Context: an optimization exercise on an open-source flow, tuned for small area. The choices shown serve that exercise and are no tape-out recipe.
The RTL was checked by simulation tests, not by an equivalence proof against the original design.
Power is estimated from default activity; no workload was simulated.

==> design/flow/design.v <==
`timescale 1ns / 1ps
module uart_rx (
    input  wire       clk,
    input  wire       rst_n,
    input  wire       rx,
    output reg  [7:0] rx_data,
    output reg        rx_done
);
    reg [3:0] baud_cnt;
    reg [3:0] bit_idx;
    reg       rx_busy;
    reg       rx_d1, rx_d2;
    always @(posedge clk) begin
        rx_d1 <= rx;
        rx_d2 <= rx_d1;
    end
    wire tick = rx_busy && (baud_cnt == 4'd15);
    always @(posedge clk or negedge rst_n) begin
        if (!rst_n) begin
            baud_cnt <= 4'd0;
            bit_idx  <= 4'd0;
            rx_busy  <= 1'b0;
            rx_done  <= 1'b0;
        end else begin
            rx_done <= 1'b0;
            if (!rx_busy) begin
                if (!rx_d2) begin
                    rx_busy  <= 1'b1;
                    baud_cnt <= 4'd8;
                    bit_idx  <= 4'd0;
                end
            end else begin
                baud_cnt <= baud_cnt + 4'd1;
                if (tick) begin
                    bit_idx <= bit_idx + 4'd1;
                    if (bit_idx == 4'd9) begin
                        rx_busy <= 1'b0;
                        rx_done <= 1'b1;
                    end
                end
            end
        end
    end
    always @(posedge clk)
        if (tick && bit_idx != 4'd0 && bit_idx != 4'd9)
            rx_data <= {rx_d2, rx_data[7:1]};
endmodule
`timescale 1ns / 1ps
module uart_tx (
    input  wire       clk,
    input  wire       rst_n,
    input  wire       tx_start,
    input  wire [7:0] tx_data,
    output wire       tx,
    output wire       tx_busy
);
    reg [10:0] sh;
    reg [3:0]  baud_cnt;
    assign tx      = sh[0];
    assign tx_busy = |sh[10:1];
    always @(posedge clk or negedge rst_n) begin
        if (!rst_n) begin
            sh       <= 11'd1;
            baud_cnt <= 4'd0;
        end else if (tx_start && !tx_busy) begin
            sh <= {1'b1, tx_data, 1'b0, 1'b1};
        end else if (tx_busy) begin
            baud_cnt <= baud_cnt + 4'd1;
            if (baud_cnt == 4'd15)
                sh <= {1'b0, sh[10:1]};
        end
    end
endmodule
`timescale 1ns / 1ps
module config_manager (
    input  wire       clk,
    input  wire       rst_n,
    input  wire [1:0] dip_sw,
    output reg        config_changed
);
    reg [1:0] prev_dip_sw;
    always @(posedge clk or negedge rst_n) begin
        if (!rst_n) begin
            prev_dip_sw    <= 2'b00;
            config_changed <= 1'b0;
        end else begin
            prev_dip_sw    <= dip_sw;
            config_changed <= (prev_dip_sw != dip_sw);
        end
    end
endmodule
`timescale 1ns/1ps
module storage (
    input  wire        clk,
    input  wire        rst_n,        
    input  wire        srst_n,       
    input  wire [1:0]  dip_sw,       
    input  wire        wr_en,
    input  wire        wr_sel_in,    
    input  wire [2:0]  in_rows,
    input  wire [2:0]  in_cols,
    input  wire [2:0]  gen_rows,
    input  wire [2:0]  gen_cols,
    input  wire [4:0]  gen_off,
    input  wire        mw_en,        
    input  wire [3:0]  mw_dig,
    input  wire        gw_en,        
    input  wire [3:0]  gw_dig,
    input  wire        query_en,
    input  wire [3:0]  query_id,
    output reg         q_valid,
    output reg  [2:0]  q_rows,
    output reg  [2:0]  q_cols,
    input  wire        rd_adv,       
    output wire [3:0]  rd_dig,
    output reg  [3:0]  total_matrices,
    output reg  [4:0]  ph
);
    localparam NB = 14;
    localparam [3:0] IN_BUF0 = 4'd12, GEN_BUF0 = 4'd13;
    always @(posedge clk or negedge rst_n)
        if (!rst_n) ph <= 5'd0;
        else        ph <= (ph == 5'd24) ? 5'd0 : ph + 5'd1;
    reg [3:0] in_buf, gen_buf;
    wire [3:0] tap [0:NB-1];
    genvar gb;
    generate
        for (gb = 0; gb < NB; gb = gb + 1) begin : ring
            reg [99:0] r;
            assign tap[gb] = r[3:0];
            wire [3:0] din = (gw_en && gen_buf == gb) ? gw_dig :
                             (mw_en && in_buf  == gb) ? mw_dig : r[3:0];
            always @(posedge clk)
                r <= {din, r[99:4]};
        end
    endgenerate
    reg [99:0] snap;
    reg [4:0]  copy_cnt;
    reg [3:0]  copy_src;
    wire       copying = (copy_cnt != 5'd0);
    always @(posedge clk)
        snap <= {copying ? tap[copy_src] : snap[3:0], snap[99:4]};
    reg [4:0] rd_ptr;
    assign rd_dig = snap[rd_ptr*4 +: 4];
    reg  [35:0] s_rows;    
    reg  [35:0] s_cols;
    reg  [59:0] s_off;     
    reg  [143:0] older;    
    wire [2:0] w_rows = wr_sel_in ? in_rows : gen_rows;
    wire [2:0] w_cols = wr_sel_in ? in_cols : gen_cols;
    wire [2:0] max_pt = {1'b0, dip_sw} + 3'd2;
    reg  [11:0] same, valid;
    reg  [3:0]  same_cnt;
    integer i, j;
    always @(*) begin
        same_cnt = 4'd0;
        for (i = 0; i < 12; i = i + 1) begin
            valid[i] = (i < total_matrices);
            same[i]  = valid[i] && s_rows[3*i +: 3] == w_rows && s_cols[3*i +: 3] == w_cols;
            same_cnt = same_cnt + {3'd0, same[i]};
        end
    end
    wire        use_same = (same_cnt >= {1'b0, max_pt});
    wire [11:0] cand = use_same ? same : valid;
    reg [11:0] oldest;
    reg [3:0]  oldest_pos;
    always @(*) begin
        oldest_pos = 4'd0;
        for (i = 0; i < 12; i = i + 1) begin
            oldest[i] = cand[i];
            for (j = 0; j < 12; j = j + 1) begin
                if (j < i) oldest[i] = oldest[i] & (!cand[j] | !older[12*j+i]);
                if (j > i) oldest[i] = oldest[i] & (!cand[j] |  older[12*i+j]);
            end
            if (oldest[i]) oldest_pos = oldest_pos | i;
        end
    end
    wire [3:0] find_pos = (use_same || total_matrices == 4'd12) ? oldest_pos : total_matrices;
    reg       wr_state;
    reg [3:0] write_pos;
    reg [2:0] cur_rows, cur_cols;
    reg       cur_in;
    always @(posedge clk) begin
        if (!wr_state && wr_en) begin
            write_pos <= find_pos;
            cur_rows  <= w_rows;
            cur_cols  <= w_cols;
            cur_in    <= wr_sel_in;
        end
    end
    always @(posedge clk or negedge srst_n) begin
        if (!srst_n) begin
            wr_state       <= 1'b0;
            total_matrices <= 4'd0;
            q_valid        <= 1'b0;
        end else begin
            q_valid <= 1'b0;
            if (!wr_state) begin
                if (wr_en) wr_state <= 1'b1;
            end else begin
                wr_state <= 1'b0;
                if (write_pos == total_matrices)
                    total_matrices <= total_matrices + 4'd1;
            end
            if (query_en && query_id < total_matrices)
                q_valid <= 1'b1;
        end
    end
    always @(posedge clk) begin
        if (wr_state) begin
            for (i = 0; i < 12; i = i + 1) begin
                if (write_pos == i) begin
                    s_rows[3*i +: 3] <= cur_rows;
                    s_cols[3*i +: 3] <= cur_cols;
                    s_off[5*i +: 5]  <= cur_in ? 5'd0 : gen_off;
                end
                for (j = i + 1; j < 12; j = j + 1) begin
                    if (write_pos == j) older[12*i+j] <= 1'b1;
                    if (write_pos == i) older[12*i+j] <= 1'b0;
                end
            end
        end
    end
    reg [47:0] map;        
    wire [3:0] old_buf = map[4*write_pos +: 4];
    always @(posedge clk or negedge rst_n) begin
        if (!rst_n) begin
            map     <= {4'd11, 4'd10, 4'd9, 4'd8, 4'd7, 4'd6, 4'd5, 4'd4, 4'd3, 4'd2, 4'd1, 4'd0};
            in_buf  <= IN_BUF0;
            gen_buf <= GEN_BUF0;
        end else if (wr_state) begin
            map[4*write_pos +: 4] <= cur_in ? in_buf : gen_buf;
            if (cur_in) in_buf  <= old_buf;
            else        gen_buf <= old_buf;
        end
    end
    wire q_acc = query_en && (query_id < total_matrices);
    always @(posedge clk or negedge rst_n) begin
        if (!rst_n) begin
            copy_cnt <= 5'd0;
        end else if (q_acc) begin
            copy_cnt <= 5'd25;
        end else if (copying) begin
            copy_cnt <= copy_cnt - 5'd1;
        end
    end
    wire [4:0] q_off = s_off[5*query_id +: 5];
    wire [5:0] qp0 = {1'b0, q_off} - {1'b0, ph} - 6'd1;
    wire [5:0] qp1 = qp0[5] ? qp0 + 6'd25 : qp0;
    always @(posedge clk) begin
        if (q_acc)
            rd_ptr <= qp1[4:0];
        else if (!rd_adv)
            rd_ptr <= (rd_ptr == 5'd0) ? 5'd24 : rd_ptr - 5'd1;
    end
    always @(posedge clk) begin
        if (q_acc) begin
            copy_src <= map[4*query_id +: 4];
            q_rows   <= s_rows[3*query_id +: 3];
            q_cols   <= s_cols[3*query_id +: 3];
        end
    end
endmodule
`timescale 1ns / 1ps
module matrix_in (
    input  wire       clk,
    input  wire       rst_n,
    input  wire       en,
    input  wire       rx_done,
    input  wire [7:0] rx_data,
    input  wire [4:0] ph,
    output reg  [2:0] matrix_rows,
    output reg  [2:0] matrix_cols,
    output reg        input_data_done,
    output reg        error_latched,
    output wire       mw_en,
    output wire [3:0] mw_dig
);
    reg [4:0] recv_count;     
    reg [8:0] rx_quiet_cnt;   
    reg       dim_bad;
    reg       elem_bad;
    reg       pend;           
    wire quiet_end = rx_quiet_cnt[8] & rx_quiet_cnt[5] & rx_quiet_cnt[3] & rx_quiet_cnt[2];
    wire commit    = en && (recv_count != 5'd0) && quiet_end;
    wire bad_dim   = (rx_data == 8'd0) || (rx_data > 8'd5);
    wire take = en && rx_done && recv_count < 5'd27 && !commit;
    always @(posedge clk) begin
        if (take) begin
            if (recv_count == 5'd0) begin
                matrix_rows <= rx_data[2:0];
                dim_bad     <= bad_dim;
                elem_bad    <= 1'b0;
            end else if (recv_count == 5'd1) begin
                matrix_cols <= rx_data[2:0];
                dim_bad     <= dim_bad | bad_dim;
            end else begin
                elem_bad <= elem_bad | (rx_data > 8'd9);
            end
        end
    end
    wire [4:0] n_elem = (recv_count >= 5'd2) ? recv_count - 5'd2 : 5'd0;
    wire       place  = pend && (ph == recv_count - 5'd3);
    wire       zero   = (recv_count != 5'd0) && (ph >= n_elem);
    assign mw_en  = place | zero;
    assign mw_dig = place ? rx_data[3:0] : 4'd0;
    always @(posedge clk or negedge rst_n) begin
        if (!rst_n) begin
            recv_count      <= 5'd0;
            rx_quiet_cnt    <= 9'd0;
            pend            <= 1'b0;
            error_latched   <= 1'b0;
            input_data_done <= 1'b0;
        end else begin
            input_data_done <= 1'b0;
            if (en && rx_done) begin
                if (recv_count < 5'd27 && !commit) begin
                    recv_count <= recv_count + 5'd1;
                    if (recv_count >= 5'd2)
                        pend <= 1'b1;
                end
                rx_quiet_cnt <= 9'd0;
            end else if (en && recv_count != 5'd0) begin
                rx_quiet_cnt <= rx_quiet_cnt + 9'd1;
            end else begin
                rx_quiet_cnt <= 9'd0;
            end
            if (commit) begin
                error_latched <= 1'b0;
                if (recv_count >= 5'd2) begin
                    if (dim_bad || elem_bad)
                        error_latched <= 1'b1;
                    else
                        input_data_done <= 1'b1;
                end
                recv_count   <= 5'd0;
                rx_quiet_cnt <= 9'd0;
            end
            if (place)
                pend <= 1'b0;
        end
    end
endmodule
`timescale 1ns / 1ps
module gen #(
    parameter RAND_SEED = 32'h87654321
) (
    input  wire       clk,
    input  wire       rst_n,
    input  wire       en,
    input  wire       rx_done,
    input  wire [7:0] rx_data,
    input  wire [4:0] ph,
    output reg  [2:0] m_reg,
    output reg  [2:0] n_reg,
    output reg        wr_done,
    output reg        gen_done,
    output reg        error_latched,
    output wire       gw_en,
    output wire [3:0] gw_dig,
    output reg  [4:0] gen_off
);
    localparam [2:0]
        S_IDLE  = 3'd0,
        S_RECV  = 3'd1,
        S_CHECK = 3'd2,
        S_GEN   = 3'd3,
        S_WRITE = 3'd4,
        S_DONE  = 3'd5,
        S_ERROR = 3'd6;
    reg [2:0]  state;
    reg [2:0]  recv_index;    
    reg [8:0]  rx_quiet_cnt;  
    reg [3:0]  k_reg;
    reg [1:0]  mode_reg;
    reg        dim_bad, k_bad;
    reg [3:0]  matrix_counter;
    reg [2:0]  row, col;      
    reg [3:0]  e_mod10;       
    reg [31:0] lfsr_reg;
    wire [31:0] lfsr_next = {lfsr_reg[30:0], lfsr_reg[31] ^ lfsr_reg[21] ^ lfsr_reg[1] ^ lfsr_reg[0]};
    wire quiet_end = rx_quiet_cnt[8] & rx_quiet_cnt[5] & rx_quiet_cnt[3] & rx_quiet_cnt[2];
    wire bad_dim   = (rx_data == 8'd0) || (rx_data > 8'd5);
    wire elem      = (state == S_GEN) && (row < m_reg);
    wire take      = (state == S_RECV) && rx_done && (recv_index < 3'd4);
    reg [3:0] elem_value;
    always @(*) begin
        case (mode_reg)
            2'b00: elem_value = (lfsr_reg[3:0] >= 4'd10) ? lfsr_reg[3:0] - 4'd10 : lfsr_reg[3:0];
            2'b01: elem_value = e_mod10;
            2'b10: elem_value = {1'b0, row} + {1'b0, col};
            default: elem_value = {3'b000, row == col};
        endcase
    end
    always @(posedge clk or negedge rst_n) begin
        if (!rst_n) begin
            state         <= S_IDLE;
            recv_index    <= 3'd0;
            rx_quiet_cnt  <= 9'd0;
            gen_done      <= 1'b0;
            error_latched <= 1'b0;
            wr_done       <= 1'b0;
            lfsr_reg      <= RAND_SEED;
        end else begin
            wr_done <= 1'b0;
            case (state)
                S_IDLE: begin
                    if (en) begin
                        state         <= S_RECV;
                        recv_index    <= 3'd0;
                        rx_quiet_cnt  <= 9'd0;
                        gen_done      <= 1'b0;
                        error_latched <= 1'b0;
                    end
                end
                S_RECV: begin
                    if (take) begin
                        recv_index   <= recv_index + 3'd1;
                        rx_quiet_cnt <= 9'd0;
                    end else if (recv_index != 3'd0) begin
                        if (!quiet_end)
                            rx_quiet_cnt <= rx_quiet_cnt + 9'd1;
                    end
                    if ((recv_index >= 3'd3 && quiet_end) || recv_index[2])
                        state <= S_CHECK;
                    if (!en)
                        state <= S_IDLE;
                end
                S_CHECK: begin
                    if (dim_bad || k_bad || recv_index < 3'd3) begin
                        error_latched <= 1'b1;
                        state         <= S_ERROR;
                    end else begin
                        error_latched <= 1'b0;
                        state         <= S_GEN;
                    end
                end
                S_GEN: begin
                    if (elem)
                        lfsr_reg <= lfsr_next;
                    else
                        state <= S_WRITE;
                end
                S_WRITE: begin
                    wr_done <= 1'b1;
                    if (matrix_counter + 4'd1 >= k_reg)
                        state <= S_DONE;
                    else
                        state <= S_GEN;
                end
                S_DONE: begin
                    gen_done <= 1'b1;
                    if (!en) state <= S_IDLE;
                end
                S_ERROR: begin
                    if (!en) state <= S_IDLE;
                end
                default: state <= S_IDLE;
            endcase
        end
    end
    always @(posedge clk) begin
        if (take) begin
            case (recv_index[1:0])
                2'd0: begin
                    m_reg    <= rx_data[2:0];
                    dim_bad  <= bad_dim;
                    mode_reg <= 2'd0;
                end
                2'd1: begin
                    n_reg   <= rx_data[2:0];
                    dim_bad <= dim_bad | bad_dim;
                end
                2'd2: begin
                    k_reg <= rx_data[3:0];
                    k_bad <= (rx_data == 8'd0) || (rx_data > 8'd12);
                end
                default: mode_reg <= rx_data[1:0];
            endcase
        end
        if (state == S_CHECK)
            matrix_counter <= 4'd0;
        else if (state == S_WRITE)
            matrix_counter <= matrix_counter + 4'd1;
        if (elem) begin
            e_mod10 <= (e_mod10 == 4'd9) ? 4'd0 : e_mod10 + 4'd1;
            if (col + 3'd1 == n_reg) begin
                col <= 3'd0;
                row <= row + 3'd1;
            end else begin
                col <= col + 3'd1;
            end
        end else if (state == S_CHECK || state == S_GEN) begin
            row     <= 3'd0;
            col     <= 3'd0;
            e_mod10 <= 4'd0;
        end
    end
    reg [3:0] pv;
    reg       pv5;
    reg [3:0] pd1, pd2, pd3, pd4;
    always @(posedge clk or negedge rst_n) begin
        if (!rst_n) begin
            pv  <= 4'd0;
            pv5 <= 1'b0;
        end else begin
            pv  <= {pv[2:0], elem};
            pv5 <= pv[3];
        end
    end
    always @(posedge clk) begin
        pd1 <= elem_value;
        pd2 <= pd1;
        pd3 <= pd2;
        pd4 <= pd3;
        if (pv[3] && !pv5)
            gen_off <= ph;
    end
    assign gw_en  = pv[3];
    assign gw_dig = pd4;
endmodule
`timescale 1ns/1ps
module matrix_display (
    input  wire       clk,
    input  wire       rst_n,
    input  wire       display_en,
    output reg        query_en,
    output reg  [3:0] matrix_id,
    input  wire [2:0] q_rows,
    input  wire [2:0] q_cols,
    input  wire       q_valid,
    output wire       rd_adv,
    input  wire [3:0] rd_dig,
    input  wire [3:0] total_matrices,
    output reg        uart_tx_start,
    output reg  [7:0] uart_tx_data,
    input  wire       uart_tx_busy,
    output reg        display_done
);
    localparam ST_IDLE      = 4'd0;
    localparam ST_START     = 4'd1;
    localparam ST_QUERY     = 4'd2;
    localparam ST_WAIT_DATA = 4'd3;
    localparam ST_SEND_HDR  = 4'd4;
    localparam ST_SEND_DATA = 4'd5;
    localparam ST_NEXT      = 4'd6;
    localparam ST_SEND_STAT = 4'd7;
    localparam ST_DONE      = 4'd8;
    reg [3:0] state, next_state;
    reg [2:0] row_idx, col_idx;
    reg [4:0] byte_counter;
    reg       data_ready;
    reg       sep_phase;
    wire tx_ready = !uart_tx_busy && !uart_tx_start;
    wire ge10 = (total_matrices >= 4'd10);
    wire [4:0] stat_last = ge10 ? 5'd17 : 5'd16;
    wire has_more = (matrix_id < total_matrices);
    assign rd_adv = (state == ST_SEND_DATA) && tx_ready && (row_idx < q_rows) && sep_phase;
    always @(posedge clk or negedge rst_n) begin
        if (!rst_n) state <= ST_IDLE;
        else        state <= next_state;
    end
    always @(*) begin
        next_state = state;
        case (state)
            ST_IDLE:      if (display_en) next_state = ST_START;
            ST_START:     next_state = ST_QUERY;
            ST_QUERY:     next_state = ST_WAIT_DATA;
            ST_WAIT_DATA: begin
                if (data_ready)       next_state = ST_SEND_HDR;
                else if (!has_more)   next_state = ST_SEND_STAT;
                else if (!display_en) next_state = ST_IDLE;
            end
            ST_SEND_HDR:  if (byte_counter == 5'd19 && tx_ready) next_state = ST_SEND_DATA;
            ST_SEND_DATA: if (row_idx >= q_rows && tx_ready) next_state = ST_NEXT;
            ST_NEXT:      next_state = has_more ? ST_QUERY : ST_SEND_STAT;
            ST_SEND_STAT: if (byte_counter == stat_last && tx_ready) next_state = ST_DONE;
            ST_DONE:      if (!display_en) next_state = ST_IDLE;
            default:      next_state = ST_IDLE;
        endcase
    end
    reg [7:0] hdr;
    always @(*) begin
        case (byte_counter)
            5'd0:  hdr = 8'h0D;
            5'd1:  hdr = 8'h0A;
            5'd2:  hdr = 8'h4D;
            5'd3:  hdr = 8'h61;
            5'd4:  hdr = 8'h74;
            5'd5:  hdr = 8'h72;
            5'd6:  hdr = 8'h69;
            5'd7:  hdr = 8'h78;
            5'd8:  hdr = 8'h20;
            5'd9:  hdr = 8'h23;
            5'd10: hdr = (matrix_id > 4'd9) ? 8'h37 + {4'd0, matrix_id} : 8'h30 + {4'd0, matrix_id};
            5'd11: hdr = 8'h3A;
            5'd12: hdr = 8'h20;
            5'd13: hdr = 8'h5B;
            5'd14: hdr = 8'h30 + {5'd0, q_rows};
            5'd15: hdr = 8'h78;
            5'd16: hdr = 8'h30 + {5'd0, q_cols};
            5'd17: hdr = 8'h5D;
            5'd18: hdr = 8'h3A;
            default: hdr = 8'h20;
        endcase
    end
    reg [7:0] stat;
    always @(*) begin
        case (byte_counter)
            5'd0:  stat = 8'h0D;
            5'd1:  stat = 8'h0A;
            5'd2:  stat = 8'h2D;
            5'd3:  stat = 8'h2D;
            5'd4:  stat = 8'h2D;
            5'd5:  stat = 8'h0D;
            5'd6:  stat = 8'h0A;
            5'd7:  stat = 8'h54;
            5'd8:  stat = 8'h6F;
            5'd9:  stat = 8'h74;
            5'd10: stat = 8'h61;
            5'd11: stat = 8'h6C;
            5'd12: stat = 8'h3A;
            5'd13: stat = 8'h20;
            5'd14: stat = ge10 ? 8'h31 : 8'h30 + {4'd0, total_matrices};
            5'd15: stat = ge10 ? 8'h30 + {4'd0, total_matrices - 4'd10} : 8'h0D;
            5'd16: stat = ge10 ? 8'h0D : 8'h0A;
            default: stat = 8'h0A;
        endcase
    end
    always @(posedge clk or negedge rst_n) begin
        if (!rst_n) begin
            query_en      <= 1'b0;
            matrix_id     <= 4'd0;
            uart_tx_start <= 1'b0;
            uart_tx_data  <= 8'd0;
            display_done  <= 1'b0;
            byte_counter  <= 5'd0;
            row_idx       <= 3'd0;
            col_idx       <= 3'd0;
            data_ready    <= 1'b0;
            sep_phase     <= 1'b0;
        end else begin
            query_en      <= 1'b0;
            uart_tx_start <= 1'b0;
            case (state)
                ST_IDLE: begin
                    matrix_id    <= 4'd0;
                    display_done <= 1'b0;
                    data_ready   <= 1'b0;
                end
                ST_START: begin
                    matrix_id  <= 4'd0;
                    data_ready <= 1'b0;
                end
                ST_QUERY: begin
                    if (has_more) begin
                        query_en   <= 1'b1;
                        data_ready <= 1'b0;
                    end
                end
                ST_WAIT_DATA: begin
                    if (q_valid) data_ready <= 1'b1;
                end
                ST_SEND_HDR: begin
                    if (tx_ready) begin
                        uart_tx_start <= 1'b1;
                        uart_tx_data  <= hdr;
                        if (byte_counter < 5'd19) begin
                            byte_counter <= byte_counter + 5'd1;
                        end else begin
                            byte_counter <= 5'd0;
                            row_idx      <= 3'd0;
                            col_idx      <= 3'd0;
                            sep_phase    <= 1'b0;
                        end
                    end
                end
                ST_SEND_DATA: begin
                    if (tx_ready && row_idx < q_rows) begin
                        uart_tx_start <= 1'b1;
                        if (!sep_phase) begin
                            uart_tx_data <= {4'h3, rd_dig};
                            sep_phase    <= 1'b1;
                        end else begin
                            sep_phase <= 1'b0;
                            if (col_idx + 3'd1 < q_cols) begin
                                uart_tx_data <= 8'h20;
                                col_idx      <= col_idx + 3'd1;
                            end else begin
                                uart_tx_data <= 8'h0D;
                                col_idx      <= 3'd0;
                                row_idx      <= row_idx + 3'd1;
                            end
                        end
                    end
                end
                ST_NEXT: begin
                    sep_phase    <= 1'b0;
                    matrix_id    <= matrix_id + 4'd1;
                    data_ready   <= 1'b0;
                    byte_counter <= 5'd0;
                end
                ST_SEND_STAT: begin
                    if (tx_ready) begin
                        uart_tx_start <= (byte_counter != 5'd17) || ge10;
                        if (byte_counter != 5'd17 || ge10)
                            uart_tx_data <= stat;
                        byte_counter <= (byte_counter < stat_last) ? byte_counter + 5'd1 : 5'd0;
                    end
                end
                ST_DONE: begin
                    display_done <= 1'b1;
                end
                default: ;
            endcase
        end
    end
endmodule
`timescale 1ns / 1ps
module top #(
    parameter CNT_MAX = 6'd63
) (
    input  wire clk,
    input  wire rst_n,
    input  wire [7:0] key,
    input  wire uart_rx,
    output wire uart_tx,
    output reg [4:0] state,
    input  uart_tx_rst_n,
    input  uart_rx_rst_n,
    input  send_one,
    input  send_two,
    input  wire [1:0] mode,
    output reg input_error,
    output uart_tx_work,
    output uart_rx_work,
    output work
);
assign work = rst_n;
assign uart_rx_work = uart_rx_rst_n;
assign uart_tx_work = uart_tx_rst_n;
localparam IDLE       = 5'b00001;
localparam MATRIX_IN  = 5'b00010;
localparam MATRIX_GEN = 5'b00100;
localparam MATRIX_DIS = 5'b01000;
localparam MATRIX_OP  = 5'b10000;
wire [7:0] rx_data;
wire rx_done;
uart_rx uart_rx_inst (
    .clk(clk), .rst_n(uart_rx_rst_n), .rx(uart_rx),
    .rx_data(rx_data), .rx_done(rx_done)
);
reg send_one_d1, send_one_d2;
always @(posedge clk or negedge uart_tx_rst_n) begin
    if (!uart_tx_rst_n) begin
        send_one_d1 <= 1'b0;
        send_one_d2 <= 1'b0;
    end else begin
        send_one_d1 <= send_one;
        send_one_d2 <= send_one_d1;
    end
end
wire send_flag = ~send_one_d1 & send_one_d2;
reg [5:0] cnt_20ms;
reg key_flag;
reg key_sync1, key_sync2;
always @(posedge clk or negedge uart_tx_rst_n) begin
    if (!uart_tx_rst_n) begin
        key_sync1 <= 1'b0;
        key_sync2 <= 1'b0;
        cnt_20ms  <= 6'd0;
        key_flag  <= 1'b0;
    end else begin
        key_sync1 <= send_two;
        key_sync2 <= key_sync1;
        if (!key_sync2)
            cnt_20ms <= 6'd0;
        else if (cnt_20ms != CNT_MAX)
            cnt_20ms <= cnt_20ms + 6'd1;
        key_flag <= (cnt_20ms == CNT_MAX - 6'd1);
    end
end
wire config_changed;
config_manager config_manager_inst (
    .clk(clk), .rst_n(rst_n), .dip_sw(key[1:0]), .config_changed(config_changed)
);
wire storage_rst_n = rst_n && !config_changed;
wire [4:0] ph;
wire [2:0] in_rows, in_cols;
wire input_data_done, error_latched;
wire mw_en;
wire [3:0] mw_dig;
matrix_in matrix_in_inst (
    .clk(clk), .rst_n(rst_n), .en(state == MATRIX_IN),
    .rx_done(rx_done), .rx_data(rx_data), .ph(ph),
    .matrix_rows(in_rows), .matrix_cols(in_cols),
    .input_data_done(input_data_done), .error_latched(error_latched),
    .mw_en(mw_en), .mw_dig(mw_dig)
);
wire matrix_in_wr_en = (state == MATRIX_IN) && input_data_done && !error_latched;
wire [2:0] gen_rows, gen_cols;
wire gen_wr_done, gen_done, gen_error_latched;
wire gw_en;
wire [3:0] gw_dig;
wire [4:0] gen_off;
gen #(.RAND_SEED(32'h87654321)) gen_inst (
    .clk(clk), .rst_n(rst_n), .en(state == MATRIX_GEN),
    .rx_done(rx_done), .rx_data(rx_data), .ph(ph),
    .m_reg(gen_rows), .n_reg(gen_cols),
    .wr_done(gen_wr_done), .gen_done(gen_done), .error_latched(gen_error_latched),
    .gw_en(gw_en), .gw_dig(gw_dig), .gen_off(gen_off)
);
reg [1:0] matrix_in_wr_cnt, gen_wr_cnt, q_valid_cnt;
wire storage_q_valid;
always @(posedge clk or negedge rst_n) begin
    if (!rst_n) begin
        matrix_in_wr_cnt <= 2'd0;
        gen_wr_cnt       <= 2'd0;
        q_valid_cnt      <= 2'd0;
    end else begin
        if (matrix_in_wr_en)            matrix_in_wr_cnt <= 2'd2;
        else if (matrix_in_wr_cnt != 0) matrix_in_wr_cnt <= matrix_in_wr_cnt - 2'd1;
        if (gen_wr_done)                gen_wr_cnt <= 2'd2;
        else if (gen_wr_cnt != 0)       gen_wr_cnt <= gen_wr_cnt - 2'd1;
        if (storage_q_valid)            q_valid_cnt <= 2'd2;
        else if (q_valid_cnt != 0)      q_valid_cnt <= q_valid_cnt - 2'd1;
    end
end
wire matrix_in_wr_en_wide = (matrix_in_wr_cnt != 2'd0);
wire gen_wr_en_wide = (gen_wr_cnt != 2'd0);
wire display_query_en;
wire [3:0] display_query_id;
wire [2:0] q_rows, q_cols;
wire rd_adv;
wire [3:0] rd_dig;
wire [3:0] total_matrices;
storage storage_inst (
    .clk(clk), .rst_n(rst_n), .srst_n(storage_rst_n), .dip_sw(key[1:0]),
    .wr_en(matrix_in_wr_en_wide || gen_wr_en_wide), .wr_sel_in(matrix_in_wr_en_wide),
    .in_rows(in_rows), .in_cols(in_cols),
    .gen_rows(gen_rows), .gen_cols(gen_cols), .gen_off(gen_off),
    .mw_en(mw_en), .mw_dig(mw_dig), .gw_en(gw_en), .gw_dig(gw_dig),
    .query_en(display_query_en), .query_id(display_query_id),
    .q_valid(storage_q_valid), .q_rows(q_rows), .q_cols(q_cols),
    .rd_adv(rd_adv), .rd_dig(rd_dig),
    .total_matrices(total_matrices), .ph(ph)
);
wire tx_busy;
wire display_done;
wire display_tx_start;
wire [7:0] display_tx_data;
matrix_display display_inst (
    .clk(clk), .rst_n(rst_n), .display_en(state == MATRIX_DIS),
    .query_en(display_query_en), .matrix_id(display_query_id),
    .q_rows(q_rows), .q_cols(q_cols), .q_valid(q_valid_cnt != 2'd0),
    .rd_adv(rd_adv), .rd_dig(rd_dig),
    .total_matrices(total_matrices),
    .uart_tx_start(display_tx_start), .uart_tx_data(display_tx_data),
    .uart_tx_busy(tx_busy), .display_done(display_done)
);
wire dis = (state == MATRIX_DIS);
uart_tx uart_tx_inst (
    .clk(clk), .rst_n(uart_tx_rst_n),
    .tx_start(dis ? display_tx_start : send_flag),
    .tx_data(dis ? display_tx_data : key),
    .tx(uart_tx), .tx_busy(tx_busy)
);
reg [5:0] err_cnt;
always @(posedge clk or negedge rst_n) begin
    if (!rst_n) begin
        input_error <= 1'b0;
        err_cnt <= 6'd0;
    end else if (error_latched || gen_error_latched) begin
        err_cnt <= 6'd0;
        input_error <= 1'b1;
    end else if (err_cnt != CNT_MAX) begin
        err_cnt <= err_cnt + 6'd1;
    end else begin
        input_error <= 1'b0;
    end
end
reg [4:0] next_state;
always @(posedge clk or negedge rst_n) begin
    if (!rst_n) state <= IDLE;
    else        state <= next_state;
end
always @(*) begin
    next_state = state;
    case (state)
        IDLE: begin
            if (key_flag) begin
                case (mode)
                    2'b00: next_state = MATRIX_IN;
                    2'b01: next_state = MATRIX_GEN;
                    2'b10: next_state = MATRIX_DIS;
                    default: next_state = MATRIX_OP;
                endcase
            end
        end
        MATRIX_IN:  if (matrix_in_wr_en || (key_flag && mode != 2'b00)) next_state = IDLE;
        MATRIX_GEN: if (gen_done || (key_flag && mode != 2'b01)) next_state = IDLE;
        MATRIX_DIS: if (display_done || (key_flag && mode != 2'b10)) next_state = IDLE;
        MATRIX_OP:  if (key_flag && mode != 2'b11) next_state = IDLE;
        default: next_state = IDLE;
    endcase
end
endmodule
==> design/flow/run.sh <==
#!/bin/bash
# synth_recipe.tcl (not shown) runs the flow's synth.tcl, then flattens the netlist and writes it again
# the make line also repeats each setting of config.mk as NAME=value (left out here)
make -C /OpenROAD-flow-scripts/flow DESIGN_CONFIG=/design/flow/config.mk WORK_HOME=/design/flow/orfs CLKGATE_MAP_FILE= SYNTH_SCRIPT=/design/flow/synth_recipe.tcl finish
==> design/flow/config.mk <==
export PLATFORM = sky130hd
export DESIGN_NAME = top
export DESIGN_NICKNAME = top
export VERILOG_FILES = /design/flow/design.v
export SDC_FILE = /design/flow/constraint.sdc
export NUM_CORES = 4
export LEC_CHECK = 0
export ABC_AREA = 1
export CAP_MARGIN = 20
export CORE_MARGIN = 2
export CORE_UTILIZATION = 60
export CTS_BUF_LIST = sky130_fd_sc_hd__clkbuf_8
export CTS_CLUSTER_DIAMETER = 50
export CTS_CLUSTER_SIZE = 16
export PLACE_DENSITY = 0.7
export SLEW_MARGIN = 20
==> design/flow/constraint.sdc <==
create_clock -name core_clock -period 44.0 [get_ports {clk}]
set_input_delay 8.8000 -clock core_clock [delete_from_list [all_inputs] [get_ports {clk}]]
set_output_delay 8.8000 -clock core_clock [all_outputs]
set_load 0.01 [all_outputs]
==> results of run 1 <==
## where the power goes
part	internal, uW	switching (uW)	total (uW)
clock	390	585	975
combinational	6.62	12.6	19.2
sequential	1870	3.75	1880
## placed cells by master, fill, tap and decap left out, types with 9 or more instances in the layout
cell type / count
nand4_1: 24
inv_1: 516
nor2_1: 413
nand2_1: 1025
o22ai_1: 41
clkinv_1: 13
xor2_1: 30
fa_1: 9
ha_1: 91
nand3_1: 214
clkdlybuf4s50_1: 25
inv_8: 9
nor3_1: 27
edfxtp_1: 269
o211ai_1: 21
xnor2_1: 18
dfrtp_1: 191
o221ai_1: 15
a32o_1: 18
dfxtp_1: 1522
o21ai_0: 443
buf_4: 27
clkbuf_8: 168
inv_6: 15
a31oi_1: 17
dfstp_2: 40
a21oi_1: 167
nor2_2: 11
nand2_2: 13
## per-layer routing
metal,GRT usage (%),wire length (um)
met4,10.7,4930
met5,0,0
met1,32.8,55600
met2,37.5,55000
met3,3.86,5880
## cells by family (layout without fill, tap and decap cells)
kind of cell	count (synthesis)	after routing	share of synthesized area [%]
adder cells (fa/ha/maj)	100	100	2.19
AO/OA/AOI/OAI	785	785	7.30
multiplexers	3	3	0.0541
AND/OR/NAND/NOR	1761	1761	11.9
other	0	4	0
XOR/XNOR	48	48	0.699
flip-flops	2023	2023	73.8
buffers and inverters	624	810	4.09
## per-stage QoR
step           power (uW)  setup slack [ns]
6_report             2870             25.02
5_1_grt              2970             24.92
4_1_cts              2900             25.00
3_5_place_dp         1940             25.00
3_3_place_gp         1940             25.00
2_1_floorplan        1930             26.28
## critical path, cell delays in order
cell,delay (ns)
clkdlybuf4s50_1,0.45
buf_4,0.31
clkdlybuf4s50_1,0.60
## cell type report
| type | instances | area (um2) |
|---|---|---|
| Fill cell | 7629 | 35000 |
| Clock buffer | 167 | 2300 |
| Inverter | 509 | 1920 |
| Multi-Input combinational cell | 2697 | 13300 |
| Sequential cell | 2023 | 44400 |
| Timing Repair Buffer | 53 | 467 |
| Clock inverter | 81 | 687 |
| Tap cell | 1298 | 1620 |
| Antenna cell | 4 | 10.0 |
## how the worst max path moves through the flow
stage,cells past startpoint,startpoint,slack (ns),end
after floorplan,1,uart_rx_rst_n,26.28,uart_rx_work
after CTS,3,uart_tx_rst_n,25.00,uart_tx_work
after detailed placement,3,uart_tx_rst_n,25.00,uart_tx_work
final,3,uart_tx_rst_n,25.02,uart_tx_work
after global placement,3,uart_tx_rst_n,25.00,uart_tx_work
after global routing,2,uart_rx_rst_n,24.92,uart_rx_work
## cell usage after synthesis (40+ instances only)
master,count,share of area [%]
a21oi_1,168,1.4
clkbuf_1,82,0.51
dfrtp_1,192,8.0
dfstp_2,40,1.7
dfxtp_1,1522,51
edfxtp_1,269,13
ha_1,91,1.9
inv_1,489,3.1
nand2_1,1025,6.4
nand3_1,214,1.8
nor2_1,422,2.6
o21ai_0,443,3.7
o22ai_1,41,0.43
==> flow_summary.yaml, run 1 <==
timing:
  max_freq_mhz: 52.7
  relSlewSlack_pct: 22.6
  setup_violations: 0
  period_share_pct: 43.1
  grt_setup_unrepaired: "no"
  period_minus_slack_ns: 18.98
  maxSlewViolCount: 0
  final.setup_skew_ns: 0.0513
  timing.hold.ws_ns: 0.305
  worst_pin_slew_ns: 1.16
  number_of_hold_violations_in_the_final_report: 0
  timing.setup.tns_ns: 0
synthesis:
  seq_area_frac_synth_pct: 73.8
  synthArstFlopShare_pct: 11.5
  synth_nets: 5461
  netlist_instances: 5344
  postSynthAreaPerCell_um2: 11.3
  synth_enable_flop_cells: 269
  dominantRegCellSynth: "dfxtp_1"
  synth.ff_latch_count: 2023
  syn_area_mm2: 0.0602
  synth.yosys.warnings: 8
  ys_types: 64
job:
  maxCapViolCount: 0
layout:
  regMostFlops: "storage_inst.ring.r"
  nets: 5564
  utilization_pct: 64.9
  max_reg_flops: 1400
  area_delta_synth_final_pct: 7.62
  largestRegisters: "storage_inst.ring.r: 1400 flops, storage_inst.snap: 100 flops, storage_inst.older: 66 flops"
  final_area_mm2: 0.0647
  finish.cell_count_without_fillers: 6832
  drive_above_1_share_pct: 6.18
clock_network:
  cts.clk_slew.worst_paths_ns: 0.11
  postCtsHoldBufs: 0
  clock_insertion_delay_worst_skew_ns: 0.88
  clock_tree.buffer_depth: 3
  cts.repair_timing.setup_buffer_count: 0
  clock-root-buffer: "clkbuf_8"
  cts_tree: "done"
  cts.sinks: 2023
  tritoncts.num_buffers: 163
  cts.repair.resized: 0
  htree_num_levels: 4
min_path:
  hold_path.startpoint: "storage_inst.ring[13].r[25]"
  hp-class: "flop to flop"
  holdPathEnd: "storage_inst.ring[13].r[21]"
  holdPathStages: 0
worst_setup_path:
  timing.reg2reg.worst_path_depth: 33
  critPathLaunchType: "primary input"
  timing.rr.end: "storage_inst.write_pos[1]"
  path_class: "primary input to output pin"
  critical_path.max_fanout: 27
  reg2reg_slack_ns: 35.60
  cp-end-kind: "output pin"
  timing.rr.start: "matrix_in_wr_cnt[0]"
  critical_path_required_ns: 35.20
  worstPathArrival_ns: 10.18
floorplan:
  design.die.area_mm2: 0.103
  core-area_mm2: 0.0997
  floorplan.initialDensity_pct: 60.3
  die_h_um: 321
  die_w_um: 321
  fp_rows: 116
  io-pin-count: 27
place:
  hpwl_mm: 82.7
  gp_congestion: 0.977
  port_buffers: 26
  placed_area_mm2: 0.0617
  placed_cells_incl_taps: 6580
power:
  max-vdd-ir-drop_uv: 42.4
  power.static_leakage_uw: 0.0277
  pwr_density_cell_mw_per_mm2: 44.3
global_route:
  grt_pass1_vias: 34100
  largest_net_degree_at_the_start_of_global_routing: 80
  grt_use_total_pct: 23.8
  antenna_violations_before_repair: 3
  grt_pass1_wl_mm: 189
  grt_overflow: 0
drt:
  drt_iter0_markers: 2666
  vias: 35400
  antenna_violating_nets_post_route: 0
  remaining_drc_errors: 0
  routed_wire_length_per_instance_um: 17.8
  first_pass_iters: 6
  detail_route.vias_per_cell: 5.18
  wirelength_mm: 121
outcome:
  run_status: "no timing/DRC/antenna violations"
==> run 2: changes to the inputs <==
--- a/design/flow/design.v
+++ b/design/flow/design.v
@@ -138,10 +138,24 @@
     reg [4:0]  copy_cnt;
     reg [3:0]  copy_src;
     wire       copying = (copy_cnt != 5'd0);
+    reg [3:0] src_tap;
+    integer sb;
+    always @(*) begin
+        src_tap = 4'd0;
+        for (sb = 0; sb < NB; sb = sb + 1)
+            if (copy_src == sb) src_tap = tap[sb];
+    end
     always @(posedge clk)
-        snap <= {copying ? tap[copy_src] : snap[3:0], snap[99:4]};
+        snap <= {copying ? src_tap : snap[3:0], snap[99:4]};
     reg [4:0] rd_ptr;
-    assign rd_dig = snap[rd_ptr*4 +: 4];
+    reg [3:0] rd_sel;
+    integer c;
+    always @(*) begin
+        rd_sel = 4'd0;
+        for (c = 0; c < 25; c = c + 1)
+            if (rd_ptr == c) rd_sel = snap[4*c +: 4];
+    end
+    assign rd_dig = rd_sel;
     reg  [35:0] s_rows;    
     reg  [35:0] s_cols;
     reg  [59:0] s_off;     
@@ -222,14 +236,21 @@
         end
     end
     reg [47:0] map;        
-    wire [3:0] old_buf = map[4*write_pos +: 4];
+    reg [3:0] old_buf;
+    integer mb;
+    always @(*) begin
+        old_buf = 4'd0;
+        for (mb = 0; mb < 12; mb = mb + 1)
+            if (write_pos == mb) old_buf = map[4*mb +: 4];
+    end
     always @(posedge clk or negedge rst_n) begin
         if (!rst_n) begin
             map     <= {4'd11, 4'd10, 4'd9, 4'd8, 4'd7, 4'd6, 4'd5, 4'd4, 4'd3, 4'd2, 4'd1, 4'd0};
             in_buf  <= IN_BUF0;
             gen_buf <= GEN_BUF0;
         end else if (wr_state) begin
-            map[4*write_pos +: 4] <= cur_in ? in_buf : gen_buf;
+            for (mb = 0; mb < 12; mb = mb + 1)
+                if (write_pos == mb) map[4*mb +: 4] <= cur_in ? in_buf : gen_buf;
             if (cur_in) in_buf  <= old_buf;
             else        gen_buf <= old_buf;
         end
@@ -244,7 +265,20 @@
             copy_cnt <= copy_cnt - 5'd1;
         end
     end
-    wire [4:0] q_off = s_off[5*query_id +: 5];
+    reg [4:0] q_off;
+    reg [3:0] q_buf;
+    reg [2:0] q_r, q_c;
+    integer qb;
+    always @(*) begin
+        q_off = 5'd0; q_buf = 4'd0; q_r = 3'd0; q_c = 3'd0;
+        for (qb = 0; qb < 12; qb = qb + 1)
+            if (query_id == qb) begin
+                q_off = s_off[5*qb +: 5];
+                q_buf = map[4*qb +: 4];
+                q_r   = s_rows[3*qb +: 3];
+                q_c   = s_cols[3*qb +: 3];
+            end
+    end
     wire [5:0] qp0 = {1'b0, q_off} - {1'b0, ph} - 6'd1;
     wire [5:0] qp1 = qp0[5] ? qp0 + 6'd25 : qp0;
     always @(posedge clk) begin
@@ -255,9 +289,9 @@
     end
     always @(posedge clk) begin
         if (q_acc) begin
-            copy_src <= map[4*query_id +: 4];
-            q_rows   <= s_rows[3*query_id +: 3];
-            q_cols   <= s_cols[3*query_id +: 3];
+            copy_src <= q_buf;
+            q_rows   <= q_r;
+            q_cols   <= q_c;
         end
     end
 endmodule
@@ -274,14 +308,14 @@
     output reg        input_data_done,
     output reg        error_latched,
     output wire       mw_en,
-    output wire [3:0] mw_dig
+    output wire [3:0] mw_dig,
+    input  wire       quiet_end,   
+    output wire       quiet_inc    
 );
     reg [4:0] recv_count;     
-    reg [8:0] rx_quiet_cnt;   
     reg       dim_bad;
     reg       elem_bad;
     reg       pend;           
-    wire quiet_end = rx_quiet_cnt[8] & rx_quiet_cnt[5] & rx_quiet_cnt[3] & rx_quiet_cnt[2];
     wire commit    = en && (recv_count != 5'd0) && quiet_end;
     wire bad_dim   = (rx_data == 8'd0) || (rx_data > 8'd5);
     wire take = en && rx_done && recv_count < 5'd27 && !commit;
@@ -302,12 +336,12 @@
     wire [4:0] n_elem = (recv_count >= 5'd2) ? recv_count - 5'd2 : 5'd0;
     wire       place  = pend && (ph == recv_count - 5'd3);
     wire       zero   = (recv_count != 5'd0) && (ph >= n_elem);
+    assign quiet_inc = en && !rx_done && (recv_count != 5'd0) && !commit;
     assign mw_en  = place | zero;
     assign mw_dig = place ? rx_data[3:0] : 4'd0;
     always @(posedge clk or negedge rst_n) begin
         if (!rst_n) begin
             recv_count      <= 5'd0;
-            rx_quiet_cnt    <= 9'd0;
             pend            <= 1'b0;
             error_latched   <= 1'b0;
             input_data_done <= 1'b0;
@@ -319,11 +353,6 @@
                     if (recv_count >= 5'd2)
                         pend <= 1'b1;
                 end
-                rx_quiet_cnt <= 9'd0;
-            end else if (en && recv_count != 5'd0) begin
-                rx_quiet_cnt <= rx_quiet_cnt + 9'd1;
-            end else begin
-                rx_quiet_cnt <= 9'd0;
             end
             if (commit) begin
                 error_latched <= 1'b0;
@@ -334,7 +363,6 @@
                         input_data_done <= 1'b1;
                 end
                 recv_count   <= 5'd0;
-                rx_quiet_cnt <= 9'd0;
             end
             if (place)
                 pend <= 1'b0;
@@ -358,7 +386,10 @@
     output reg        error_latched,
     output wire       gw_en,
     output wire [3:0] gw_dig,
-    output reg  [4:0] gen_off
+    output reg  [4:0] gen_off,
+    input  wire       quiet_end,   
+    output wire       quiet_inc,   
+    output wire       quiet_hold   
 );
     localparam [2:0]
         S_IDLE  = 3'd0,
@@ -370,7 +401,6 @@
         S_ERROR = 3'd6;
     reg [2:0]  state;
     reg [2:0]  recv_index;    
-    reg [8:0]  rx_quiet_cnt;  
     reg [3:0]  k_reg;
     reg [1:0]  mode_reg;
     reg        dim_bad, k_bad;
@@ -379,10 +409,12 @@
     reg [3:0]  e_mod10;       
     reg [31:0] lfsr_reg;
     wire [31:0] lfsr_next = {lfsr_reg[30:0], lfsr_reg[31] ^ lfsr_reg[21] ^ lfsr_reg[1] ^ lfsr_reg[0]};
-    wire quiet_end = rx_quiet_cnt[8] & rx_quiet_cnt[5] & rx_quiet_cnt[3] & rx_quiet_cnt[2];
     wire bad_dim   = (rx_data == 8'd0) || (rx_data > 8'd5);
     wire elem      = (state == S_GEN) && (row < m_reg);
     wire take      = (state == S_RECV) && rx_done && (recv_index < 3'd4);
+    wire counting   = (state == S_RECV) && !take && (recv_index != 3'd0);
+    assign quiet_inc  = counting && !quiet_end;
+    assign quiet_hold = counting && quiet_end;
     reg [3:0] elem_value;
     always @(*) begin
         case (mode_reg)
@@ -396,7 +428,6 @@
         if (!rst_n) begin
             state         <= S_IDLE;
             recv_index    <= 3'd0;
-            rx_quiet_cnt  <= 9'd0;
             gen_done      <= 1'b0;
             error_latched <= 1'b0;
             wr_done       <= 1'b0;
@@ -408,19 +439,13 @@
                     if (en) begin
                         state         <= S_RECV;
                         recv_index    <= 3'd0;
-                        rx_quiet_cnt  <= 9'd0;
-                        gen_done      <= 1'b0;
+                                    gen_done      <= 1'b0;
                         error_latched <= 1'b0;
                     end
                 end
                 S_RECV: begin
-                    if (take) begin
-                        recv_index   <= recv_index + 3'd1;
-                        rx_quiet_cnt <= 9'd0;
-                    end else if (recv_index != 3'd0) begin
-                        if (!quiet_end)
-                            rx_quiet_cnt <= rx_quiet_cnt + 9'd1;
-                    end
+                    if (take)
+                        recv_index <= recv_index + 3'd1;
                     if ((recv_index >= 3'd3 && quiet_end) || recv_index[2])
                         state <= S_CHECK;
                     if (!en)
@@ -627,21 +652,20 @@
             default: stat = 8'h0A;
         endcase
     end
+    wire send_hdr  = (state == ST_SEND_HDR)  && tx_ready;
+    wire send_data = (state == ST_SEND_DATA) && tx_ready && (row_idx < q_rows);
+    wire send_stat = (state == ST_SEND_STAT) && tx_ready;
     always @(posedge clk or negedge rst_n) begin
         if (!rst_n) begin
             query_en      <= 1'b0;
             matrix_id     <= 4'd0;
             uart_tx_start <= 1'b0;
-            uart_tx_data  <= 8'd0;
             display_done  <= 1'b0;
             byte_counter  <= 5'd0;
-            row_idx       <= 3'd0;
-            col_idx       <= 3'd0;
             data_ready    <= 1'b0;
-            sep_phase     <= 1'b0;
         end else begin
             query_en      <= 1'b0;
-            uart_tx_start <= 1'b0;
+            uart_tx_start <= send_hdr || send_data || (send_stat && (byte_counter != 5'd17 || ge10));
             case (state)
                 ST_IDLE: begin
                     matrix_id    <= 4'd0;
@@ -662,51 +686,17 @@
                     if (q_valid) data_ready <= 1'b1;
                 end
                 ST_SEND_HDR: begin
-                    if (tx_ready) begin
-                        uart_tx_start <= 1'b1;
-                        uart_tx_data  <= hdr;
-                        if (byte_counter < 5'd19) begin
-                            byte_counter <= byte_counter + 5'd1;
-                        end else begin
-                            byte_counter <= 5'd0;
-                            row_idx      <= 3'd0;
-                            col_idx      <= 3'd0;
-                            sep_phase    <= 1'b0;
-                        end
-                    end
-                end
-                ST_SEND_DATA: begin
-                    if (tx_ready && row_idx < q_rows) begin
-                        uart_tx_start <= 1'b1;
-                        if (!sep_phase) begin
-                            uart_tx_data <= {4'h3, rd_dig};
-                            sep_phase    <= 1'b1;
-                        end else begin
-                            sep_phase <= 1'b0;
-                            if (col_idx + 3'd1 < q_cols) begin
-                                uart_tx_data <= 8'h20;
-                                col_idx      <= col_idx + 3'd1;
-                            end else begin
-                                uart_tx_data <= 8'h0D;
-                                col_idx      <= 3'd0;
-                                row_idx      <= row_idx + 3'd1;
-                            end
-                        end
-                    end
+                    if (tx_ready)
+                        byte_counter <= (byte_counter < 5'd19) ? byte_counter + 5'd1 : 5'd0;
                 end
                 ST_NEXT: begin
-                    sep_phase    <= 1'b0;
                     matrix_id    <= matrix_id + 4'd1;
                     data_ready   <= 1'b0;
                     byte_counter <= 5'd0;
                 end
                 ST_SEND_STAT: begin
-                    if (tx_ready) begin
-                        uart_tx_start <= (byte_counter != 5'd17) || ge10;
-                        if (byte_counter != 5'd17 || ge10)
-                            uart_tx_data <= stat;
+                    if (tx_ready)
                         byte_counter <= (byte_counter < stat_last) ? byte_counter + 5'd1 : 5'd0;
-                    end
                 end
                 ST_DONE: begin
                     display_done <= 1'b1;
@@ -715,6 +705,36 @@
             endcase
         end
     end
+    always @(posedge clk) begin
+        if (send_hdr) begin
+            uart_tx_data <= hdr;
+            if (byte_counter == 5'd19) begin
+                row_idx   <= 3'd0;
+                col_idx   <= 3'd0;
+                sep_phase <= 1'b0;
+            end
+        end
+        if (send_data) begin
+            if (!sep_phase) begin
+                uart_tx_data <= {4'h3, rd_dig};
+                sep_phase    <= 1'b1;
+            end else begin
+                sep_phase <= 1'b0;
+                if (col_idx + 3'd1 < q_cols) begin
+                    uart_tx_data <= 8'h20;
+                    col_idx      <= col_idx + 3'd1;
+                end else begin
+                    uart_tx_data <= 8'h0D;
+                    col_idx      <= 3'd0;
+                    row_idx      <= row_idx + 3'd1;
+                end
+            end
+        end
+        if (state == ST_NEXT)
+            sep_phase <= 1'b0;
+        if (send_stat && (byte_counter != 5'd17 || ge10))
+            uart_tx_data <= stat;
+    end
 endmodule
 `timescale 1ns / 1ps
 module top #(
@@ -786,6 +806,17 @@
 );
 wire storage_rst_n = rst_n && !config_changed;
 wire [4:0] ph;
+reg [8:0] quiet_cnt;
+wire quiet_end = quiet_cnt[8] & quiet_cnt[5] & quiet_cnt[3] & quiet_cnt[2];
+wire in_quiet_inc, gen_quiet_inc, gen_quiet_hold;
+always @(posedge clk or negedge rst_n) begin
+    if (!rst_n)
+        quiet_cnt <= 9'd0;
+    else if (in_quiet_inc || gen_quiet_inc)
+        quiet_cnt <= quiet_cnt + 9'd1;
+    else if (!gen_quiet_hold)
+        quiet_cnt <= 9'd0;
+end
 wire [2:0] in_rows, in_cols;
 wire input_data_done, error_latched;
 wire mw_en;
@@ -795,7 +826,8 @@
     .rx_done(rx_done), .rx_data(rx_data), .ph(ph),
     .matrix_rows(in_rows), .matrix_cols(in_cols),
     .input_data_done(input_data_done), .error_latched(error_latched),
-    .mw_en(mw_en), .mw_dig(mw_dig)
+    .mw_en(mw_en), .mw_dig(mw_dig),
+    .quiet_end(quiet_end), .quiet_inc(in_quiet_inc)
 );
 wire matrix_in_wr_en = (state == MATRIX_IN) && input_data_done && !error_latched;
 wire [2:0] gen_rows, gen_cols;
@@ -808,7 +840,8 @@
     .rx_done(rx_done), .rx_data(rx_data), .ph(ph),
     .m_reg(gen_rows), .n_reg(gen_cols),
     .wr_done(gen_wr_done), .gen_done(gen_done), .error_latched(gen_error_latched),
-    .gw_en(gw_en), .gw_dig(gw_dig), .gen_off(gen_off)
+    .gw_en(gw_en), .gw_dig(gw_dig), .gen_off(gen_off),
+    .quiet_end(quiet_end), .quiet_inc(gen_quiet_inc), .quiet_hold(gen_quiet_hold)
 );
 reg [1:0] matrix_in_wr_cnt, gen_wr_cnt, q_valid_cnt;
 wire storage_q_valid;
--- a/design/flow/config.mk
+++ b/design/flow/config.mk
@@ -8,9 +8,9 @@
 export ABC_AREA = 1
 export CAP_MARGIN = 20
 export CORE_MARGIN = 2
-export CORE_UTILIZATION = 60
+export CORE_UTILIZATION = 75
 export CTS_BUF_LIST = sky130_fd_sc_hd__clkbuf_8
 export CTS_CLUSTER_DIAMETER = 50
 export CTS_CLUSTER_SIZE = 16
-export PLACE_DENSITY = 0.7
+export PLACE_DENSITY = 0.82
 export SLEW_MARGIN = 20
==> flow_summary.yaml, run 2 <==
timing:
  period_minus_slack_ns: 19.01
  relSlewSlack_pct: 25.5
  period_share_pct: 43.2
  worst_pin_slew_ns: 1.11
  final.setup_skew_ns: 0.0863
  grt_setup_unrepaired: "no"
  timing.setup.tns_ns: 0
  maxSlewViolCount: 0
  max_freq_mhz: 52.6
  setup_violations: 0
  number_of_hold_violations_in_the_final_report: 0
drt:
  remaining_drc_errors: 0
  drt_iter0_markers: 4454
  antenna_violating_nets_post_route: 0
  detail_route.vias_per_cell: 6.02
  wirelength_mm: 145
  routed_wire_length_per_instance_um: 23.4
  first_pass_iters: 7
  vias: 37400
layout:
  drive_above_1_share_pct: 6.97
  max_reg_flops: 1400
  layout.cells.most_common: "dfxtp_1"
  area_delta_synth_final_pct: 7.33
  commonest_cells_after_routing_fill_and_taps_aside: "dfxtp_1, nand2_1, inv_1"
  regMostFlops: "storage_inst.ring.r"
  largestRegisters: "storage_inst.ring.r: 1400 flops, storage_inst.snap: 100 flops, storage_inst.older: 66 flops"
  nets: 5211
floorplan:
  design.die.area_mm2: 0.0810
  die_h_um: 285
  fp_rows: 102
  die_w_um: 285
  io-pin-count: 27
  core-area_mm2: 0.0777
  floorplan.initialDensity_pct: 76.0
clock_network:
  postCtsHoldBufs: 0
  cts.repair_timing.setup_buffer_count: 0
  htree_num_levels: 4
  cts.sinks: 2014
  clock_insertion_delay_worst_skew_ns: 0.91
  cts.clk_slew.worst_paths_ns: 0.10
  cts_tree: "done"
  cts.repair.resized: 0
  clock_tree.buffer_depth: 3
  clock-root-buffer: "clkbuf_8"
  tritoncts.num_buffers: 158
worst_setup_path:
  path_class: "primary input to output pin"
  critical_path.max_fanout: 97
  timing.critical_path.max_delay_family: "buffers and inverters"
  critical_path_required_ns: 35.20
  critPathLaunchType: "primary input"
  timing.critical_path.slowest_stage_cell: "clkdlybuf4s50_1"
  worstPathArrival_ns: 10.21
  cp-end-kind: "output pin"
  critical_path.cell_chain: "buf_6 > clkdlybuf4s50_1"
  buf_inv_stages_crit_path: 2
  slowest_delay_ns: 0.73
power:
  report.power.total_uw: 2880
  power.static_leakage_uw: 0.0264
  pwr_density_cell_mw_per_mm2: 45.5
  max-vdd-ir-drop_uv: 44.5
synthesis:
  netlist_top_cells_count: "dfxtp_1, nand2_1, inv_1"
  netlist_instances: 4964
  post-synth-top-area-fraction_pct: 51.8
  synthMostInstantiatedCell: "dfxtp_1"
  synth.ff_latch_count: 2014
  synthArstFlopShare_pct: 10.4
  synth_nets: 5081
  synth.yosys.warnings: 8
  syn_area_mm2: 0.0591
  seq_area_frac_synth_pct: 74.8
  ys_types: 76
  synth_top_cells_by_area: "dfxtp_1, edfxtp_1, dfrtp_1"
  dominantRegCellSynth: "dfxtp_1"
  postSynthAreaPerCell_um2: 11.9
  synth_enable_flop_cells: 276
  synth.largest_area_cell: "dfxtp_1"
job:
  maxCapViolCount: 0
global_route:
  grt_overflow: 0
  antenna_violations_before_repair: 6
  grt_pass1_wl_mm: 221
  grt_use_total_pct: 36.1
  grt_pass1_vias: 38000
  largest_net_degree_at_the_start_of_global_routing: 98
outcome:
  run_status: "no timing/DRC/antenna violations"
place:
  gp_congestion: 0.940
  hpwl_mm: 94.3
  port_buffers: 26
min_path:
  hp-class: "flop to flop"
[run 2: cell count changes after synthesis, sizes merged, moves of 64 or more]
cell / change
a21oi: -64
nand2: -189
nand3: -85
nor2: -129
o211ai: +66
o21ai: -87
[run 2: kinds of logic after synthesis]
family / share of synthesized area [%]
xor+xnor: 1.07
simple gates: 9.95
flops: 74.8
buf+inv: 3.99
fa+ha+maj: 2.23
mux: 0.104
compound gates: 7.88
[run 2: final cells by class]
cell class              instances  area, um2
diodes                          4       10.0
clock buffers                 162       2230
clock inverters                68        713
fillers                      3789      14300
inverters                     525       1980
multi-input cells            2347      12600
flip-flops and latches       2014      44200
well taps                    1040       1300
repair buffers                 48        422
[run 2: routing by layer]
metal	part of all wire (%)	global-route usage, %	routed length [um]
met1	37	44.3	53300
met5	0.023	0	34
met4	6.3	21.1	9090
met2	48	59.7	70500
met3	8.6	7.44	12500
[run 2: path summary, 6_finish.rpt]
kind	startpoint	to	slack, ns	depth (start not counted)
worst max-delay path	rst_n	work	24.99	2
worst min-delay path	storage_inst.ring[10].r[65]	storage_inst.ring[10].r[61]	0.29	0
worst max register to register	matrix_in_wr_cnt[0]	storage_inst.write_pos[3]	35.34	36
worst min register to register	storage_inst.ring[10].r[65]	storage_inst.ring[10].r[61]	0.29	0
max in group asynchronous	rst_n	storage_inst.copy_cnt[1]	34.32	2
min in group asynchronous	config_manager_inst.config_changed	storage_inst.q_valid	0.31	1
[run 2: power breakdown]
| part | switching [uW] | total [uW] | internal, uW | leakage, uW |
|---|---|---|---|---|
| clock network | 605 | 993 | 388 | 0.00160 |
| logic | 13.5 | 19.5 | 5.96 | 0.00704 |
| registers | 5.33 | 1870 | 1860 | 0.0177 |
[run 2: per-stage QoR]
step	instance area, um2	utilization [%]	instances	setup slack (ns)	hold slack [ns]
floorplan	59100	-	4964	26.28	0.254
global placement	60500	77.8	5974	24.43	0.310
detailed placement	60500	77.8	5974	24.37	0.312
CTS	63400	81.6	6204	24.37	0.288
global route	63400	81.6	6205	24.83	0.294
finish	63400	81.6	6208	24.99	0.285
==> run 3: changes to the inputs <==
--- a/design/flow/config.mk
+++ b/design/flow/config.mk
@@ -8,9 +8,9 @@
 export ABC_AREA = 1
 export CAP_MARGIN = 20
 export CORE_MARGIN = 2
-export CORE_UTILIZATION = 75
+export CORE_UTILIZATION = 70
 export CTS_BUF_LIST = sky130_fd_sc_hd__clkbuf_8
-export CTS_CLUSTER_DIAMETER = 50
-export CTS_CLUSTER_SIZE = 16
-export PLACE_DENSITY = 0.82
+export CTS_CLUSTER_DIAMETER = 40
+export CTS_CLUSTER_SIZE = 20
+export PLACE_DENSITY = 0.78
 export SLEW_MARGIN = 20
==> flow_summary.yaml, run 3 <==
outcome:
  run_status: "no timing/DRC/antenna violations"
worst_setup_path:
  worstPathArrival_ns: 10.17
  critical_path.max_fanout: 11
  critPathLaunchType: "primary input"
  slowest_delay_ns: 0.74
  critical_path.cell_chain: "clkdlybuf4s50_1 > clkdlybuf4s50_1"
  crit_top_cell: "clkdlybuf4s50_1"
  timing.critical_path.max_delay_family: "buffers and inverters"
  path_class: "primary input to output pin"
  critical_path_required_ns: 35.20
  cp-end-kind: "output pin"
  reg2reg_slack_ns: 35.51
  buf_inv_stages_crit_path: 2
  timing.critical_path.slowest_stage_cell: "clkdlybuf4s50_1"
global_route:
  groute.layer.met2.usage_pct: 50.7
  grt_pass1_wl_mm: 200
  grt_use_total_pct: 30.5
  globalRouteMet1Util_pct: 40.0
  global_route_met3_usage_pct: 5.36
  antenna_violations_before_repair: 6
  grt_overflow: 0
  largest_net_degree_at_the_start_of_global_routing: 71
  grt.busiest_layer: "met2"
  grt_pass1_vias: 35500
layout:
  commonest_cells_after_routing_fill_and_taps_aside: "dfxtp_1, nand2_1, inv_1"
  layout.cells.most_common: "dfxtp_1"
  final_area_mm2: 0.0642
  fillers: 4848
  regMostFlops: "storage_inst.ring.r"
  area_delta_synth_final_pct: 8.72
  largestRegisters: "storage_inst.ring.r: 1400 flops, storage_inst.snap: 100 flops, storage_inst.older: 66 flops"
  drive_above_1_share_pct: 8.28
  max_reg_flops: 1400
  nets: 5220
synthesis:
  netlist_instances: 4964
  ys_types: 76
  synthArstFlopShare_pct: 10.4
  netlist_top_cells_count: "dfxtp_1, nand2_1, inv_1"
  postSynthAreaPerCell_um2: 11.9
  synth_top_cells_by_area: "dfxtp_1, edfxtp_1, dfrtp_1"
  synth.yosys.warnings: 8
  synthMostInstantiatedCell: "dfxtp_1"
  synth.largest_area_cell: "dfxtp_1"
  post-synth-top-area-fraction_pct: 51.8
  synth_enable_flop_cells: 276
  seq_area_frac_synth_pct: 74.8
  syn_area_mm2: 0.0591
  synth_nets: 5081
  dominantRegCellSynth: "dfxtp_1"
  synth.ff_latch_count: 2014
drt:
  detail_route.vias_per_cell: 5.60
  antenna_violating_nets_post_route: 0
  routed_wire_length_per_instance_um: 20.6
  remaining_drc_errors: 0
  drt_iter0_markers: 3083
  first_pass_iters: 6
  wirelength_mm: 130
  vias: 35300
floorplan:
  core-area_mm2: 0.0836
  io-pin-count: 27
  fp_rows: 106
  die_w_um: 295
  die_h_um: 295
  design.die.area_mm2: 0.0867
  floorplan.initialDensity_pct: 70.7
timing:
  max_freq_mhz: 52.7
  setup_violations: 0
  grt_setup_unrepaired: "no"
  worst_pin_slew_ns: 1.12
  number_of_hold_violations_in_the_final_report: 0
  period_minus_slack_ns: 18.97
  period_share_pct: 43.1
  relSlewSlack_pct: 25.1
  final.setup_skew_ns: 0.0652
  maxSlewViolCount: 0
  timing.setup.tns_ns: 0
clock_network:
  cts_tree: "done"
  clock_insertion_delay_worst_skew_ns: 0.91
  tritoncts.num_buffers: 164
  cts.repair.resized: 0
  htree_num_levels: 4
  cts.clk_slew.worst_paths_ns: 0.12
  postCtsHoldBufs: 0
  clock_tree.buffer_depth: 3
  clock-root-buffer: "clkbuf_8"
  cts.sinks: 2014
  cts.repair_timing.setup_buffer_count: 0
power:
  pwr-share-seq_pct: 62.2
  pwr_density_cell_mw_per_mm2: 46.8
  switching_share_pct: 21.9
  p_int_uw: 2350
  power_frac_comb_pct: 0.6
  pwr-share-clk_pct: 37.3
  power.static_leakage_uw: 0.0267
  power_switching_uw: 657
  max-vdd-ir-drop_uv: 47.1
place:
  hpwl_mm: 86.3
  placed_area_mm2: 0.0605
  port_buffers: 26
  gp_congestion: 0.938
min_path:
  hp-class: "flop to flop"
job:
  maxCapViolCount: 0
-- run 3: path summary, 6_finish.rpt --
kind | endpoint | startpoint | cells after the start
max | uart_rx_work | uart_rx_rst_n | 2
min reg2reg | storage_inst.ring[7].r[33] | storage_inst.ring[7].r[37] | 0
max in group asynchronous | storage_inst.q_valid | rst_n | 4
max reg2reg | storage_inst.write_pos[3] | matrix_in_wr_cnt[0] | 36
min in group asynchronous | storage_inst.total_matrices[1] | config_manager_inst.config_changed | 1
min | storage_inst.ring[7].r[33] | storage_inst.ring[7].r[37] | 0
-- run 3: metrics by stage --
stage | worst slack, ns | utilization (%) | cells | power, uW | hold slack (ns)
finish | 25.03 | 76.9 | 6315 | 3010 | 0.297
CTS | 25.02 | 76.8 | 6309 | 3020 | 0.296
global route | 24.93 | 76.9 | 6312 | 3090 | 0.299
global placement | 25.03 | 72.4 | 6016 | 1930 | 0.310
detailed placement | 25.04 | 72.4 | 6016 | 1930 | 0.312
floorplan | 26.28 | - | 4964 | 1920 | 0.254
-- run 3: power groups by stage --
| stage | Sequential (uW) | Clock, uW | Combinational, uW |
|---|---|---|---|
| final | 1870 | 1120 | 17.7 |
| after global routing | 1870 | 1200 | 20.5 |
| after CTS | 1870 | 1130 | 18.1 |
| after detailed placement | 1910 | 0 | 17.4 |
| after global placement | 1910 | 0 | 16.1 |
| after floorplan | 1910 | 0 | 8.78 |
-- run 3: kinds of logic after synthesis --
group,synth area share (%)
XOR/XNOR,1.07
AO/OA/AOI/OAI,7.88
buffers and inverters,3.99
adder cells (fa/ha/maj),2.23
flip-flops,74.8
AND/OR/NAND/NOR,9.95
multiplexers,0.104
-- run 3: layout make-up --
class	instances	area [um2]	share of cell area (%)
Timing Repair Buffer	51	457	0.711
Clock buffer	177	2440	3.79
Sequential cell	2014	44200	68.8
Inverter	525	1980	3.08
Clock inverter	116	1240	1.93
Multi-Input combinational cell	2347	12600	19.6
Antenna cell	5	12.5	0.0195
Tap cell	1080	1350	2.10
-- run 3: layer usage --
| metal | vias to the layer above | part of all wire (%) |
|---|---|---|
| met2 | 1431 | 48 |
| met4 | 2 | 3.5 |
| li1 | 16600 | - |
| met5 | - | 0.0092 |
| met1 | 17000 | 41 |
| met3 | 334 | 6.6 |

-- re-timing with driven ports --
No port has a modelled driver above. Below, the same layouts with a new extraction and two added sets of constraints.
Step 1: set_driving_cell puts a clkbuf_16 on clk and a buf_2 on each other input, an assumption about the parent block.
Step 2 also shifts input and output timing later by t, the mid clock arrival at the registers, as if the neighbouring blocks saw the same clock.
a / b / c = ideal ports / drivers / drivers and shift; a / b = the first two.
run	shift t [ns]	slack for setup (ns)	clock arrival spread, ns	slew at the worst register clock pin (ns)	cell pins on the clock port's net
run 1	0.916	25.020 / 24.998 / 24.998	0.055 / 0.055	0.11 / 0.11	1
run 2	0.923	24.986 / 24.947 / 24.947	0.120 / 0.119	0.11 / 0.11	1
run 3	0.942	25.032 / 25.010 / 25.010	0.070 / 0.070	0.12 / 0.12	1
After both steps every run listed still meets setup and hold. The setup slack of run 2, which loses most, moves by -0.039 ns with the drivers and by -0.039 ns with both steps.
